Context: an optimization exercise on an open-source flow, tuned for small area and a short achievable clock period. The choices shown serve that exercise and are no tape-out recipe. No run shown here included a check of the RTL's function; only the layout flow was run.

==> flow/design.v (outline; a module is shown in full before it is edited, if it fits) <==
// module addmuladd_3_stage_signed_18_bit_xor_reduction: 1268 lines
module addmuladd_3_stage_signed_18_bit_xor_reduction(
	input signed [17:0] a,
	input signed [17:0] b,
	input signed [17:0] c,
	input signed [17:0] d,
	output [17:0] out,
	input clk);
  // ...
==> flow/flow/run.sh <==
#!/bin/bash
# The standard layout (standard.sh), with these changes:
#  - after the standard synthesis, inverters around full-adder cells are removed by
#    flipping the polarity of full adders (invopt.py); registers are not touched;
#  - ports are buffered with buf_1 cells (the resizer upsizes them where timing needs it);
#  - timing repair aims at a larger setup margin than the design's clock needs, so
#    the layout is optimised for the period it achieves.
set -euo pipefail
MARGIN=6.5
R=$PWD/orfs/results/sky130hd/addmuladd_3_stage_signed_18_bit_xor_reduction/base
bash standard.sh $R/1_2_yosys.v > synth.log 2>&1
cp $R/1_2_yosys.v $R/1_2_yosys_std.v
python3 flow/invopt.py $R/1_2_yosys_std.v $R/1_2_yosys.v > invopt.log 2>&1
bash standard.sh SETUP_SLACK_MARGIN=$MARGIN "BUFFER_PORTS_ARGS=-buffer_cell sky130_fd_sc_hd__buf_1" finish > layout.log 2>&1
==> flow/flow/invopt.py <==
#!/usr/bin/env python3
"""Remove inverters around full adders in a flat Yosys netlist.

A full adder is self-dual: FA(~a, ~b, ~c) = (~sum, ~cout). Flipping a full adder
(feeding it the complements of its inputs and taking the complements of its outputs)
leaves the function of the netlist unchanged. Greedily flip the sky130 fa cells
where this lowers the number of inverter cells. Registers are left untouched.
usage: invopt.py IN.v OUT.v
"""
import re, sys

src = open(sys.argv[1]).read()
m_first = re.search(r'^\s*sky130_fd_sc_hd__\w+\s', src, re.M)
m_end = src.rfind('endmodule')
head = src[:m_first.start()]
cell_txt = src[m_first.start():m_end]
assert 'assign' not in cell_txt, 'assign statements are not handled'

cell_re = re.compile(r'(sky130_fd_sc_hd__\w+)\s+(\\\S+\s|\S+)\s*\((.*?)\);', re.S)
pin_re = re.compile(r'\.(\w+)\(\s*(\\\S+\s|[^()\s]+)\s*\)')
OUTPINS = {'X', 'Y', 'Q', 'Q_N', 'SUM', 'COUT', 'HI', 'LO'}

cells = {}   # name -> [type, {pin: net}]
order = []
for m in cell_re.finditer(cell_txt):
    typ, name, body = m.group(1), m.group(2).strip(), m.group(3)
    pins = {p: n.strip() for p, n in pin_re.findall(body)}
    cells[name] = [typ, pins]
    order.append(name)

# ports and other fixed loads
ports_out = set()
for m in re.finditer(r'^\s*output\s+(\[(\d+):(\d+)\]\s*)?(\S+);', head, re.M):
    if m.group(1):
        hi, lo = int(m.group(2)), int(m.group(3))
        for i in range(min(hi, lo), max(hi, lo) + 1): ports_out.add(f"{m.group(4)}[{i}]")
    else:
        ports_out.add(m.group(4))

def is_inv(t): return re.match(r'sky130_fd_sc_hd__(clk)?inv_\d+$', t) is not None
def is_fa(t): return re.match(r'sky130_fd_sc_hd__fa_\d+$', t) is not None

driver = {}
loads = {}
def rebuild():
    driver.clear(); loads.clear()
    for name, (typ, pins) in cells.items():
        for p, n in pins.items():
            if p in OUTPINS: driver[n] = (name, p)
            else: loads.setdefault(n, []).append((name, p))
rebuild()

def nloads(n):
    return len(loads.get(n, [])) + (1 if n in ports_out else 0)

newid = [0]
new_wires = []
def fresh():
    newid[0] += 1
    n = f"_invopt_{newid[0]}_"
    new_wires.append(n)
    return n

def connect(cell, pin, net):
    old = cells[cell][1][pin]
    if old == net: return
    loads[old].remove((cell, pin))
    cells[cell][1][pin] = net
    loads.setdefault(net, []).append((cell, pin))

def inverted_of(net):
    """Net carrying ~net, and the number of inverters this adds (0 or 1)."""
    d = driver.get(net)
    if d and is_inv(cells[d[0]][0]):
        return cells[d[0]][1]['A'], 0
    for (c, p) in loads.get(net, []):
        if is_inv(cells[c][0]):
            return cells[c][1]['Y'], 0
    return None, 1

def add_inv(a, y):
    newid[0] += 1
    name = f"_invopt_cell_{newid[0]}_"
    cells[name] = ['sky130_fd_sc_hd__inv_1', {'A': a, 'Y': y}]
    order.append(name)
    driver[y] = (name, 'Y')
    loads.setdefault(a, []).append((name, 'A'))

def remove_dead_invs():
    removed = 0
    changed = True
    while changed:
        changed = False
        for name in list(cells):
            typ, pins = cells[name]
            if is_inv(typ) and nloads(pins['Y']) == 0:
                loads[pins['A']].remove((name, 'A'))
                del driver[pins['Y']]
                del cells[name]
                removed += 1
                changed = True
    return removed

def count_invs():
    return sum(1 for t, _ in cells.values() if is_inv(t))

def flip_cost(f):
    """Estimated change in inverter count if full adder f is flipped."""
    typ, pins = cells[f]
    delta = 0
    seen = {}
    for p in ('A', 'B', 'CIN'):
        n = pins[p]
        if n in seen: continue
        seen[n] = 1
        d = driver.get(n)
        if d and is_inv(cells[d[0]][0]):
            users = sum(1 for q in ('A', 'B', 'CIN') if pins[q] == n)
            if nloads(n) == users: delta -= 1
        else:
            _, c = inverted_of(n)
            delta += c
    for p in ('SUM', 'COUT'):
        n = pins[p]
        ls = loads.get(n, [])
        inv_loads = [c for c, q in ls if is_inv(cells[c][0]) and cells[c][1]['Y'] not in ports_out]
        others = len(ls) - len(inv_loads) + (1 if n in ports_out else 0)
        delta -= len(inv_loads)
        if others: delta += 1
    return delta

def flip(f):
    typ, pins = cells[f]
    for p in ('A', 'B', 'CIN'):
        n = pins[p]
        m, c = inverted_of(n)
        if m is None:
            m = fresh()
            add_inv(n, m)
        connect(f, p, m)
    for p in ('SUM', 'COUT'):
        n = pins[p]
        ls = list(loads.get(n, []))
        inv_loads = [c for c, q in ls if is_inv(cells[c][0]) and cells[c][1]['Y'] not in ports_out]
        others = [(c, q) for c, q in ls if c not in inv_loads]
        newn = fresh()
        del driver[n]
        pins[p] = newn
        driver[newn] = (f, p)
        # inverters on the old output now just pass the new output through
        for ic in inv_loads:
            y = cells[ic][1]['Y']
            for (c, q) in list(loads.get(y, [])):
                connect(c, q, newn)
            if y in ports_out:
                # keep the inverter's output net (port); drive it from newn via a buffer-free path:
                # leave the inverter, it now must invert the new net twice -> keep original structure
                pass
        if others or n in ports_out:
            add_inv(newn, n)
        else:
            loads.pop(n, None)
        for ic in inv_loads:
            y = cells[ic][1]['Y']
            if y in ports_out:
                continue
            # the inverter reads the old net n; drop it
            if ic in cells:
                a = cells[ic][1]['A']
                if (ic, 'A') in loads.get(a, []): loads[a].remove((ic, 'A'))
                del driver[y]
                del cells[ic]
    remove_dead_invs()

XOR_TOGGLE = {}
for k in ('xor2', 'xor3'):
    for sz in ('1', '2', '4'):
        XOR_TOGGLE[f'sky130_fd_sc_hd__{k}_{sz}'] = f'sky130_fd_sc_hd__x{"n" + k[1:]}_{sz}'
        XOR_TOGGLE[f'sky130_fd_sc_hd__x{"n" + k[1:]}_{sz}'] = f'sky130_fd_sc_hd__{k}_{sz}'

def outpin(t):
    return 'Y' if re.match(r'sky130_fd_sc_hd__xnor2_', t) else 'X'

def toggle(x):
    typ, pins = cells[x]
    o = outpin(typ)
    net = pins.pop(o)
    cells[x][0] = XOR_TOGGLE[typ]
    o2 = outpin(cells[x][0])
    pins[o2] = net
    driver[net] = (x, o2)

def absorb_xor():
    """Fold inverters into xor/xnor gates that drive them or that they drive."""
    n = 0
    for name in list(cells):
        if name not in cells: continue
        typ, pins = cells[name]
        if not is_inv(typ): continue
        a, y = pins['A'], pins['Y']
        if y in ports_out: continue
        d = driver.get(a)
        # xor gate driving only this inverter: toggle it and drop the inverter
        if d and cells[d[0]][0] in XOR_TOGGLE and nloads(a) == 1:
            x = d[0]
            loads[a].remove((name, 'A'))
            del driver[y]
            del cells[name]
            cells[x][1][d[1]] = y
            del driver[a]
            driver[y] = (x, d[1])
            toggle(x)
            n += 1
            continue
        # xor gates read the inverter's output: read its input and toggle
        for (c, p) in list(loads.get(y, [])):
            if cells[c][0] in XOR_TOGGLE:
                toggle(c)
                connect(c, p, a)
                n += 1
    remove_dead_invs()
    return n

before = count_invs()
remove_dead_invs()
fas = [n for n in order if n in cells and is_fa(cells[n][0])]
for it in range(10):
    improved = 0
    for f in fas:
        if flip_cost(f) < 0:
            b = count_invs()
            flip(f)
            a = count_invs()
            improved += b - a
    b = count_invs()
    absorb_xor()
    improved += b - count_invs()
    if improved <= 0: break
after = count_invs()
sys.stderr.write(f"invopt: inverters {before} -> {after}\n")

def fmt(n): return n + ' ' if n.startswith('\\') else n
out = [head.rstrip('\n') + '\n']
for w in new_wires:
    out.append(f"  wire {w};\n")
for name in order:
    if name not in cells: continue
    typ, pins = cells[name]
    pl = ",\n".join(f"    .{p}({fmt(n)})" for p, n in pins.items())
    out.append(f"  {typ} {fmt(name)} (\n{pl}\n  );\n")
out.append("endmodule\n")
open(sys.argv[2], 'w').write(''.join(out))
==> flow/standard.sh <==
#!/bin/bash
# synth_recipe.tcl (not shown) runs the flow's synth.tcl, then flattens the netlist and writes it again
# the make line also repeats each setting of config.mk as NAME=value (left out here)
make -C /OpenROAD-flow-scripts/flow DESIGN_CONFIG=/design/flow/config.mk WORK_HOME=/design/flow/orfs CLKGATE_MAP_FILE= SYNTH_SCRIPT=/design/flow/synth_recipe.tcl "${@:-finish}"
==> flow/config.mk <==
export PLATFORM = sky130hd
export DESIGN_NAME = addmuladd_3_stage_signed_18_bit_xor_reduction
export DESIGN_NICKNAME = addmuladd_3_stage_signed_18_bit_xor_reduction
export VERILOG_FILES = /design/flow/design.v
export SDC_FILE = /design/flow/constraint.sdc
export NUM_CORES = 4
export LEC_CHECK = 0
export ABC_AREA = 1
export CAP_MARGIN = 20
export CORE_MARGIN = 2
export CORE_UTILIZATION = 40
export CTS_BUF_LIST = sky130_fd_sc_hd__clkbuf_4 sky130_fd_sc_hd__clkbuf_8
export SLEW_MARGIN = 20
==> flow/constraint.sdc <==
create_clock -name core_clock -period 10.0 [get_ports {clk}]
set_input_delay 2.0000 -clock core_clock [delete_from_list [all_inputs] [get_ports {clk}]]
set_output_delay 2.0000 -clock core_clock [all_outputs]
set_load 0.01 [all_outputs]
==> metrics.yaml, run 1 <==
placed_design:
  place.gp.congestion: 0.9111
  dp_cells: 2181
floorplanning:
  pin_count: 91
  core_area_um2: 35400
layout:
  bufAreaShareNonClock_pct: 2.142
  multi_input_area_share_pct: 64.13
  drive_gt1_share_pct: 5.882
  n_antenna_cell: 0
  fillCellCount: 3508
route:
  via_count: 11289
  firstDrtPassIters: 5
  wl_um: 36300
  met3_length_um: 2894
  ant_nets: 0
cts:
  ctsLongestPathBuffers: 2
  cts_tree: "done"
setup_path:
  max_stage_delay_ps: 330
  reg2reg_to: "q_r[81]$_DFF_P_"
  crit_arrival_ps: 1340
  path_cells: "xnor2_1 -> xnor2_1 -> buf_1"
global_route:
  busiest_layer: "met2"
yosys:
  syn_inst: 1730
timing:
  hold_viol: 0
  slew_headroom_pct: 34.00
  drv_slew: 0
  setup_violations: 0
outcome:
  status: "timing/DRC/antenna clean"
==> run 2: changes to the inputs <==
--- a/flow/flow/run.sh
+++ b/flow/flow/run.sh
@@ -6,7 +6,7 @@
 #  - timing repair aims at a larger setup margin than the design's clock needs, so
 #    the layout is optimised for the period it achieves.
 set -euo pipefail
-MARGIN=6.5
+MARGIN=6.8
 R=$PWD/orfs/results/sky130hd/addmuladd_3_stage_signed_18_bit_xor_reduction/base
 bash standard.sh $R/1_2_yosys.v > synth.log 2>&1
 cp $R/1_2_yosys.v $R/1_2_yosys_std.v
==> run 2 against run 1 <==
Still clean. Register-to-register slack better by 240 ps. Final cell count about the same. Flip-flop and latch count did not move.
==> metrics.yaml, run 2 <==
outcome:
  status: "timing/DRC/antenna clean"
layout:
  layout_commonest_cell: "nand2_1"
  top_register: "q_r"
  finalNetCount: 2048
  multi_input_area_um2: 9936
  seq_area_um2: 3268
  stdcell_area_um2: 15400
  reg.largest.list: "q_r: 94 flops, bn_r: 18 flops, c_r: 18 flops"
  n_antenna_cell: 0  # unchanged
  largest_reg_flops: 94
  drive_gt1_share_pct: 7.758  # +1.9 points
  fillCellCount: 3534  # +0.74%
  final_cell_mix: "nand2_1 (293), inv_1 (223), dfxtp_1 (159), o22ai_1 (158), xor2_1 (154)"
  syn2layout_area_growth_pct: 7.446
timing:
  whs_ps: 458.2
  min_period_ps: 3278
  drv_slew: 0  # unchanged
  clock_skew_ps: 21.24
  slew_headroom_pct: 29.50  # -4.5 points
  tns_ps: 0
  tightestPinTransition_ps: 1056
  hold_viol: 0  # unchanged
  rsz0062_at_grt: "yes"
  fin_crit_sh_pct: 32.78
  fmax_ghz: 0.3050
  setup_violations: 0  # unchanged
yosys:
  syn_inst: 1730  # unchanged
  syn_area_um2: 14330
  synth_area_per_cell_um2: 8.285
  ys_warn_count: 1
placed_design:
  numPortBuffers: 73
  placed_area_um2: 14830
  place.gp.congestion: 0.9062  # -0.54%
  post-dp-hpwl_um: 27760
floorplanning:
  core_area_um2: 35400  # unchanged
  dieHeight_um: 193.3
  rows: 69
  start_util_pct: 40.49
  pin_count: 91  # unchanged
  die-area_um2: 37360
  die_w_um: 193.3
cts:
  postCtsHoldBufs: 0
  cts.sinks: 163
  cts_root_buf: "clkbuf_8"
  clkTransAtPathRegs_ps: 110
  ctsLongestPathBuffers: 2  # unchanged
  htreeDepth: 4
  cts_tree: "done"
  worstSkewPairLatency_ps: 500
  numCtsBuffers: 17
min_path:
  min_path_type: "reg -> reg"
route:
  first_iter_violations: 987
  route.detailed.drc: 0
  via_count: 11426  # +1.2%
  firstDrtPassIters: 5  # unchanged
  wl_um: 37220  # +2.5%
  vias_per_cell: 5.161
  ant_nets: 0  # unchanged
  post_drt_wl_per_cell_um: 16.81
setup_path:
  crit_arrival_ps: 1280  # -60 ps
  cp-start-kind: "register"
  criticalPathCategory: "reg -> out"
  cp-end-kind: "output port"
  worstPathRequired_ps: 8000
  critPathMaxFanout: 1
global_route:
  overflow: 0
  grt_pass1_vias: 11445
  grt_max_degree: 21
  grt_pass1_wl_um: 60030
  grt_usage_pct: 20.15
  antenna_found_initial: 0
flow_run:
  maxCapViolCount: 0
==> run 2: repair_timing <==
action / CTS / global route
buffers inserted: 0 / 1
pin swaps: 1 / 4
gates resized for setup: 7 / 28
setup endpoints to repair: 5 / 4
==> run 2: area by class of cell <==
cell class	count	share of cell area (%)
Clock buffer	17	1.519
Sequential cell	163	21.22
Clock inverter	15	1.064
Timing Repair Buffer	81	2.177
Inverter	236	5.760
Tap cell	461	3.745
Multi-Input combinational cell	1241	64.51
==> run 2: worst max-delay path: stages, from the launching register on <==
cell     delay [ps]
dfxtp_2         340
xnor2_2         170
xnor2_1         130
buf_2           140
==> run 2: path summary, 6_finish.rpt <==
kind | startpoint | end | slack, ps | cells after the start
hold / removal | c_r[0]$_DFF_P_ | q_r[1]$_DFF_P_ | 460 | 1
setup / recovery | par_r[2]$_DFF_P_ | out[0] | 6720 | 3
setup reg to reg | bn_r[13]$_DFF_P_ | q_r[52]$_DFF_P_ | 6910 | 6
hold reg to reg | c_r[0]$_DFF_P_ | q_r[1]$_DFF_P_ | 460 | 1
==> run 2: per-stage QoR <==
step / worst slack (ps) / utilization [%] / std cells
after floorplan: 6824 / - / 1746
after global placement: 6643 / 41.90 / 2181
after detailed placement: 6621 / 41.90 / 2181
after CTS: 6668 / 43.08 / 2213
after global routing: 6631 / 43.51 / 2214
final: 6722 / 43.51 / 2214
==> run 2: layer usage <==
metal,vias to the layer above,track usage [%],routed length (um)
li1,5489,-,-
met1,5388,28.35,17180
met2,475,31.46,16720
met3,74,3.033,2397
met4,0,7.294,914
met5,-,0,0

-- static timing again, ports no longer ideal --
How much do the figures lean on ideal ports? The routed layouts below were timed once more, with nothing changed but the port constraints. Step 1: set_driving_cell puts a clkbuf_16 on clk and a buf_2 on each other input, an assumption about the parent block. Step 2, shift: input delay + t, output delay - t, t = (earliest + latest rising clock arrival at the registers) / 2. This alone moves slack from input paths to output paths. Slacks: ideal ports / drivers / drivers and shift; pairs: ideal ports / drivers.
run | t, ns | slack for setup (ns) | clock arrival spread, ns
run 1 | 0.530 | 6.660 / 6.616 / 6.518 | 0.018 / 0.018
run 2 | 0.533 | 6.722 / 6.681 / 6.560 | 0.022 / 0.022
After both steps setup and hold are still met in every run listed. The setup slack of run 2, which loses most, moves by -0.041 ns with the drivers and by -0.162 ns with both steps.
